This is an optimization exercise on Yosys and OpenROAD, whose aim is small area, not a production implementation. Only simulation tests tie the RTL to the original design; equivalence was not proved. Power is estimated from default activity; no workload was simulated.

## run 1
// puf_core
module puf_core #(
    parameter PUF_WIDTH = 256,
    parameter ENTROPY_TARGET = 512000,
    parameter RING_OSC_COUNT = 128,
    parameter CHALLENGE_WIDTH = 128,
    parameter TEMPERATURE_SENSORS = 16,
    parameter VOLTAGE_SENSORS = 8,
    parameter TAMPER_SENSORS = 32
) (
    input  wire                           clk_sys,
    input  wire                           rst_n,
    input  wire                           enable,
    input  wire [CHALLENGE_WIDTH-1:0]    challenge,
    output wire [PUF_WIDTH-1:0]          response,
    output reg                            response_valid,
    output wire [31:0]                    entropy_data,
    output wire                           entropy_valid,
    input  wire                           entropy_ready,
    output wire [15:0]                    entropy_rate,
    output wire [7:0]                     temperature,
    output wire [7:0]                     voltage_level,
    output wire                           tamper_detected,
    output wire                           puf_healthy,
    output wire [255:0]                   divine_seal,
    output wire                           moral_compliance,
    input  wire                           security_lock,
    output wire                           kill_switch_detect,
    output wire                           self_destruct,
    output wire [RING_OSC_COUNT-1:0]      ring_osc_enable,
    input  wire [RING_OSC_COUNT-1:0]      ring_osc_out,
    input  wire [TEMPERATURE_SENSORS-1:0] temp_sensor_data,
    input  wire [VOLTAGE_SENSORS-1:0]     volt_sensor_data,
    input  wire [TAMPER_SENSORS-1:0]      tamper_sensors
);
  ...
Settings: LEC_CHECK=0, ABC_AREA=1, CAP_MARGIN=20, CORE_AREA=5 5 355 355, DIE_AREA=0 0 360 360, SLEW_MARGIN=20; clock period 10.0 ns.
standard.sh (not shown) runs the stock make flow with config.mk's settings and CLKGATE_MAP_FILE= SYNTH_SCRIPT=/design/flow/synth_recipe.tcl, a recipe that flattens the netlist after the stock synthesis.
==> flow/flow/run.sh <==
#!/bin/bash
# The standard layout (standard.sh) with three changes:
#  1. after the standard synthesis, the combinational logic is re-mapped by
#     ABC (flow/resynth.ys); flip-flops, their names and cell types stay;
#  2. port buffers use buf_1 instead of the resizer's default pick (every
#     port still gets its own buffer);
#  3. CTS uses clkbuf_8 with sink clusters of at most 16 and inserts no
#     dummy loads;
#  4. each tie cell drives up to 4 constant-1 and 4 constant-0 outputs
#     (flow/pair_ties.py), so tie fan-out repair is skipped.
# Each tool's full output goes to a log file in this folder; ORFS also keeps
# its per-step logs under orfs/logs.
set -euo pipefail
WORK=$PWD
R=$WORK/orfs/results/$FLOW_PLATFORM/puf_core/base
LIB=$FLOW_HOME/platforms/$FLOW_PLATFORM/lib/sky130_fd_sc_hd__tt_025C_1v80.lib
ARGS=(
  "SKIP_REPAIR_TIE_FANOUT=1"
  "BUFFER_PORTS_ARGS=-buffer_cell sky130_fd_sc_hd__buf_1"
  "CTS_ARGS=-sink_clustering_enable -repair_clock_nets -dont_use_dummy_load -buf_list {sky130_fd_sc_hd__clkbuf_4} -sink_clustering_size 10 -sink_clustering_max_diameter 50"
)
bash standard.sh "${ARGS[@]}" synth > flow_synth.log 2>&1
cp "$R/1_2_yosys.v" "$WORK/standard_synth.v"
sed -e "s#@LIB@#$LIB#g" -e "s#@IN@#$WORK/standard_synth.v#" \
    -e "s#@OUT@#$WORK/resynth.v#" -e "s#@ABC@#$WORK/flow/resynth.abc#" \
    flow/resynth.ys > resynth_run.ys
yosys -l resynth.log -q resynth_run.ys > /dev/null 2>&1
python3 flow/pair_ties.py "$WORK/resynth.v" 4 > pair_ties.log 2>&1
cp "$WORK/resynth.v" "$R/1_2_yosys.v"
rm -f "$R/1_synth.odb" "$R/1_synth.sdc"
bash standard.sh "${ARGS[@]}" finish > flow_make.log 2>&1
Other scripts of this flow, unchanged in this note and not shown: flow/flow/pair_ties.py, flow/flow/resynth.abc, flow/flow/resynth.ys
Run 1: done, clean on timing, DRC and antenna
The following lists how run 2 was set up differently from run 1:
diff --git a/flow/flow/run.sh b/flow/flow/run.sh
--- a/flow/flow/run.sh
+++ b/flow/flow/run.sh
@@ -19,3 +19,3 @@
   "BUFFER_PORTS_ARGS=-buffer_cell sky130_fd_sc_hd__buf_1"
-  "CTS_ARGS=-sink_clustering_enable -repair_clock_nets -dont_use_dummy_load -buf_list {sky130_fd_sc_hd__clkbuf_4} -sink_clustering_size 10 -sink_clustering_max_diameter 50"
+  "CTS_ARGS=-sink_clustering_enable -repair_clock_nets -dont_use_dummy_load -buf_list {sky130_fd_sc_hd__clkbuf_8} -sink_clustering_size 16 -sink_clustering_max_diameter 80"
 )
[summary]
- Run 2 | status: complete | timing, DRC, antenna: pass
- Going from run 1 to run 2, first-pass GRT wire length shrank slightly.
- NOTE cell count run 1->run 2 decreased slightly
- In the metrics for run 2 and run 1, the one carrying the lower final critical path time including I/O delays and setup is run 2.

Another version of the RTL of puf_core (not shown whole).
For scale: ~2,200 cells after synthesis, roughly 1,000 I/O pins, roughly 23,000 µm² of cells after synthesis.
Design puf_core, start of the top module:
module puf_core #(
    parameter PUF_WIDTH = 256,
    parameter ENTROPY_TARGET = 512000,
    parameter RING_OSC_COUNT = 128,
    parameter CHALLENGE_WIDTH = 128,
    parameter TEMPERATURE_SENSORS = 16,
    parameter VOLTAGE_SENSORS = 8,
    parameter TAMPER_SENSORS = 32
) (
    input  wire                           clk_sys,
    input  wire                           rst_n,
    input  wire                           enable,
    input  wire [CHALLENGE_WIDTH-1:0]    challenge,
    output wire [PUF_WIDTH-1:0]          response,
    output reg                            response_valid,
    output wire [31:0]                    entropy_data,
    output wire                           entropy_valid,
    input  wire                           entropy_ready,
    output wire [15:0]                    entropy_rate,
    output wire [7:0]                     temperature,
    output wire [7:0]                     voltage_level,
    output wire                           tamper_detected,
    output wire                           puf_healthy,
    output wire [255:0]                   divine_seal,
    output wire                           moral_compliance,
    input  wire                           security_lock,
    output wire                           kill_switch_detect,
    output wire                           self_destruct,
    output wire [RING_OSC_COUNT-1:0]      ring_osc_enable,
    input  wire [RING_OSC_COUNT-1:0]      ring_osc_out,
    input  wire [TEMPERATURE_SENSORS-1:0] temp_sensor_data,
    input  wire [VOLTAGE_SENSORS-1:0]     volt_sensor_data,
    input  wire [TAMPER_SENSORS-1:0]      tamper_sensors
);
    localparam [255:0] DIVINE_FOUNDATION = 256'h3633335f5468655f4c6f72645f676f7665726e735f6576657279646563697369;
    localparam [255:0] MORAL_AUTHORITY = 256'h4d617474685f32323a33395f4c6f76655f796f75725f6e65696768626f72;
  ...
Settings: LEC_CHECK=0, ABC_AREA=1, CAP_MARGIN=20, CORE_AREA=5 5 355 355, DIE_AREA=0 0 360 360, SLEW_MARGIN=20; clock period 10.0 ns.
==> flow/flow/run.sh <==
#!/bin/bash
# The standard layout (standard.sh) with three changes:
#  1. after the standard synthesis, the combinational logic is re-mapped by
#     ABC (flow/resynth.ys); flip-flops, their names and cell types stay;
#  2. port buffers use buf_1 instead of the resizer's default pick (every
#     port still gets its own buffer);
#  3. CTS uses clkbuf_8 with sink clusters of at most 16 and inserts no
#     dummy loads;
#  4. each tie cell drives up to 4 constant-1 and 4 constant-0 outputs
#     (flow/pair_ties.py), so tie fan-out repair is skipped.
# Each tool's full output goes to a log file in this folder; ORFS also keeps
# its per-step logs under orfs/logs.
set -euo pipefail
WORK=$PWD
R=$WORK/orfs/results/$FLOW_PLATFORM/puf_core/base
LIB=$FLOW_HOME/platforms/$FLOW_PLATFORM/lib/sky130_fd_sc_hd__tt_025C_1v80.lib
ARGS=(
  "SKIP_REPAIR_TIE_FANOUT=1"
  "BUFFER_PORTS_ARGS=-buffer_cell sky130_fd_sc_hd__buf_1"
  "CTS_ARGS=-sink_clustering_enable -repair_clock_nets -dont_use_dummy_load -buf_list {sky130_fd_sc_hd__clkbuf_8} -sink_clustering_size 16 -sink_clustering_max_diameter 80"
)
bash standard.sh "${ARGS[@]}" synth > flow_synth.log 2>&1
cp "$R/1_2_yosys.v" "$WORK/standard_synth.v"
sed -e "s#@LIB@#$LIB#g" -e "s#@IN@#$WORK/standard_synth.v#" \
    -e "s#@OUT@#$WORK/resynth.v#" -e "s#@ABC@#$WORK/flow/resynth.abc#" \
    flow/resynth.ys > resynth_run.ys
yosys -l resynth.log -q resynth_run.ys > /dev/null 2>&1
python3 flow/pair_ties.py "$WORK/resynth.v" 4 > pair_ties.log 2>&1
cp "$WORK/resynth.v" "$R/1_2_yosys.v"
rm -f "$R/1_synth.odb" "$R/1_synth.sdc"
bash standard.sh "${ARGS[@]}" finish > flow_make.log 2>&1
==> flow/flow/resynth.ys <==
# Re-map the combinational logic of the standard synthesis netlist with ABC.
# Flip-flops are kept as they are (same instances, names and cell types).
read_liberty -ignore_miss_func @LIB@
blackbox sky130_fd_sc_hd__df* sky130_fd_sc_hd__edf* sky130_fd_sc_hd__sdf* sky130_fd_sc_hd__dl*
read_verilog @IN@
hierarchy -top puf_core
flatten
rename -hide w:*.*
opt -purge
abc -liberty @LIB@ -dont_use *lpflow* -dont_use *probe* -script @ABC@
splitnets
opt_clean -purge
hilomap -hicell sky130_fd_sc_hd__conb_1 HI -locell sky130_fd_sc_hd__conb_1 LO
insbuf -buf sky130_fd_sc_hd__buf_4 A X
opt_clean -purge
stat -liberty @LIB@
write_verilog -noattr -nohex -nodec @OUT@
Other scripts of this flow, unchanged in this note and not shown: flow/flow/pair_ties.py, flow/flow/resynth.abc
The first run completed without violations.
Then changed:
--- a/flow/flow/run.sh
+++ b/flow/flow/run.sh
@@ -8,3 +8,3 @@
 #     dummy loads;
-#  4. each tie cell drives up to 4 constant-1 and 4 constant-0 outputs
+#  4. each tie cell drives up to 40 constant-1 and 40 constant-0 outputs
 #     (flow/pair_ties.py), so tie fan-out repair is skipped.
@@ -27,3 +27,3 @@
 yosys -l resynth.log -q resynth_run.ys > /dev/null 2>&1
-python3 flow/pair_ties.py "$WORK/resynth.v" 4 > pair_ties.log 2>&1
+python3 flow/pair_ties.py "$WORK/resynth.v" 40 > pair_ties.log 2>&1
 cp "$WORK/resynth.v" "$R/1_2_yosys.v"
--- a/flow/config.mk
+++ b/flow/config.mk
@@ -11,2 +11,3 @@
 export DIE_AREA = 0 0 360 360
+export PLACE_DENSITY = 0.45
 export SLEW_MARGIN = 20
What happened: Design area shrinks slightly. Area after synthesis stays flat. Wire length goes up by a few percent. Power stays flat. Maximum frequency came out higher slightly. Setup slack is better by 0.051 ns. Die area does not change.
Then changed:
--- a/flow/flow/run.sh
+++ b/flow/flow/run.sh
@@ -8,3 +8,3 @@
 #     dummy loads;
-#  4. each tie cell drives up to 40 constant-1 and 40 constant-0 outputs
+#  4. each tie cell drives up to 8 constant-1 and 8 constant-0 outputs
 #     (flow/pair_ties.py), so tie fan-out repair is skipped.
@@ -27,3 +27,3 @@
 yosys -l resynth.log -q resynth_run.ys > /dev/null 2>&1
-python3 flow/pair_ties.py "$WORK/resynth.v" 40 > pair_ties.log 2>&1
+python3 flow/pair_ties.py "$WORK/resynth.v" 8 > pair_ties.log 2>&1
 cp "$WORK/resynth.v" "$R/1_2_yosys.v"
--- a/flow/config.mk
+++ b/flow/config.mk
@@ -11,3 +11,2 @@
 export DIE_AREA = 0 0 360 360
-export PLACE_DENSITY = 0.45
 export SLEW_MARGIN = 20
Power goes up slightly.
Cell area went up slightly.
Worst hold slack improves by 0.031 ns.
Global-route usage fell by 0.64 points.
Then changed:
--- a/flow/flow/run.sh
+++ b/flow/flow/run.sh
@@ -8,3 +8,3 @@
 #     dummy loads;
-#  4. each tie cell drives up to 8 constant-1 and 8 constant-0 outputs
+#  4. each tie cell drives up to 40 constant-1 and 40 constant-0 outputs
 #     (flow/pair_ties.py), so tie fan-out repair is skipped.
@@ -27,3 +27,3 @@
 yosys -l resynth.log -q resynth_run.ys > /dev/null 2>&1
-python3 flow/pair_ties.py "$WORK/resynth.v" 8 > pair_ties.log 2>&1
+python3 flow/pair_ties.py "$WORK/resynth.v" 40 > pair_ties.log 2>&1
 cp "$WORK/resynth.v" "$R/1_2_yosys.v"
--- a/flow/config.mk
+++ b/flow/config.mk
@@ -11,2 +11,3 @@
 export DIE_AREA = 0 0 360 360
+export PLACE_DENSITY = 0.7
 export SLEW_MARGIN = 20
The changed run finished clean.
Synthesized cell count shrinks by 0.36%.
Routed wire length rose by 6.2%.
Power drops by 1.0%.
Via count rises by 0.96%.
Non-clock buffer count is unchanged.
Synthesized area hardly moves.
Worst setup slack is about the same.
First-iteration DRC count came out higher by 2.4%.
Then changed:
--- a/flow/flow/run.sh
+++ b/flow/flow/run.sh
@@ -8,3 +8,3 @@
 #     dummy loads;
-#  4. each tie cell drives up to 40 constant-1 and 40 constant-0 outputs
+#  4. each tie cell drives up to 4 constant-1 and 4 constant-0 outputs
 #     (flow/pair_ties.py), so tie fan-out repair is skipped.
@@ -27,3 +27,3 @@
 yosys -l resynth.log -q resynth_run.ys > /dev/null 2>&1
-python3 flow/pair_ties.py "$WORK/resynth.v" 40 > pair_ties.log 2>&1
+python3 flow/pair_ties.py "$WORK/resynth.v" 4 > pair_ties.log 2>&1
 cp "$WORK/resynth.v" "$R/1_2_yosys.v"
--- a/flow/flow/resynth.ys
+++ b/flow/flow/resynth.ys
@@ -3,3 +3,3 @@
 read_liberty -ignore_miss_func @LIB@
-blackbox sky130_fd_sc_hd__df* sky130_fd_sc_hd__edf* sky130_fd_sc_hd__sdf* sky130_fd_sc_hd__dl*
+blackbox sky130_fd_sc_hd__df*
 read_verilog @IN@
--- a/flow/config.mk
+++ b/flow/config.mk
@@ -11,3 +11,2 @@
 export DIE_AREA = 0 0 360 360
-export PLACE_DENSITY = 0.7
 export SLEW_MARGIN = 20
Effect: The new run stopped in netlist read-in after synthesis (STA-0171).
Then changed:
--- a/flow/flow/run.sh
+++ b/flow/flow/run.sh
@@ -8,3 +8,3 @@
 #     dummy loads;
-#  4. each tie cell drives up to 4 constant-1 and 4 constant-0 outputs
+#  4. each tie cell drives up to 40 constant-1 and 40 constant-0 outputs
 #     (flow/pair_ties.py), so tie fan-out repair is skipped.
@@ -27,3 +27,3 @@
 yosys -l resynth.log -q resynth_run.ys > /dev/null 2>&1
-python3 flow/pair_ties.py "$WORK/resynth.v" 4 > pair_ties.log 2>&1
+python3 flow/pair_ties.py "$WORK/resynth.v" 40 > pair_ties.log 2>&1
 cp "$WORK/resynth.v" "$R/1_2_yosys.v"
--- a/flow/flow/resynth.ys
+++ b/flow/flow/resynth.ys
@@ -3,3 +3,3 @@
 read_liberty -ignore_miss_func @LIB@
-blackbox sky130_fd_sc_hd__df*
+blackbox sky130_fd_sc_hd__df* sky130_fd_sc_hd__edf* sky130_fd_sc_hd__sdf* sky130_fd_sc_hd__dl*
 read_verilog @IN@
After rerunning: With this change the flow completed with no timing, DRC or antenna violations.

==> afterwards: timing with drivers on the ports <==
Ports are ideal in the flow. The routed layouts listed here were re-timed in OpenROAD. Step 1 sets driving cells, clkbuf_16 on the clock port and buf_2 on the other inputs (assumed; they add their load-dependent delay and slew). Step 2, shift: input delay + t, output delay - t, t = (earliest + latest rising clock arrival at the registers) / 2. This alone moves slack from input paths to output paths. Three values: ideal, step 1, step 2; two values: the first two.
| run | shift t [ns] | setup slack, ns | worst setup path after step 2 | slew at the worst register clock pin (ns) | worst data-port slew with drivers (ns) |
|---|---|---|---|---|---|
| run 1 | 0.939 | 4.780 / 4.724 / 4.741 | input to register | 0.12 / 0.12 | 0.33 |
| run 2 | 0.706 | 4.953 / 4.898 / 4.750 | input to register | 0.11 / 0.11 | 0.31 |
| the first run of note 2 | 0.693 | 4.633 / 4.572 / 4.809 | input to register | 0.11 / 0.11 | 0.23 |
| the second run of note 2 | 0.702 | 4.685 / 4.630 / 4.567 | input to register | 0.11 / 0.11 | 0.22 |
| the third run of note 2 | 0.706 | 4.704 / 4.648 / 4.713 | input to register | 0.11 / 0.11 | 0.31 |
| the fourth run of note 2 | 0.700 | 4.705 / 4.735 / 4.035 | input to register | 0.11 / 0.11 | 0.21 |
| the sixth run of note 2 | 0.680 | 5.107 / 5.055 / 4.666 | input to register | 0.11 / 0.11 | 0.20 |
After both steps every run listed still meets setup and hold. The setup slack of the fourth run of note 2, which loses most, moves by +0.030 ns with the drivers and by -0.670 ns with both steps.
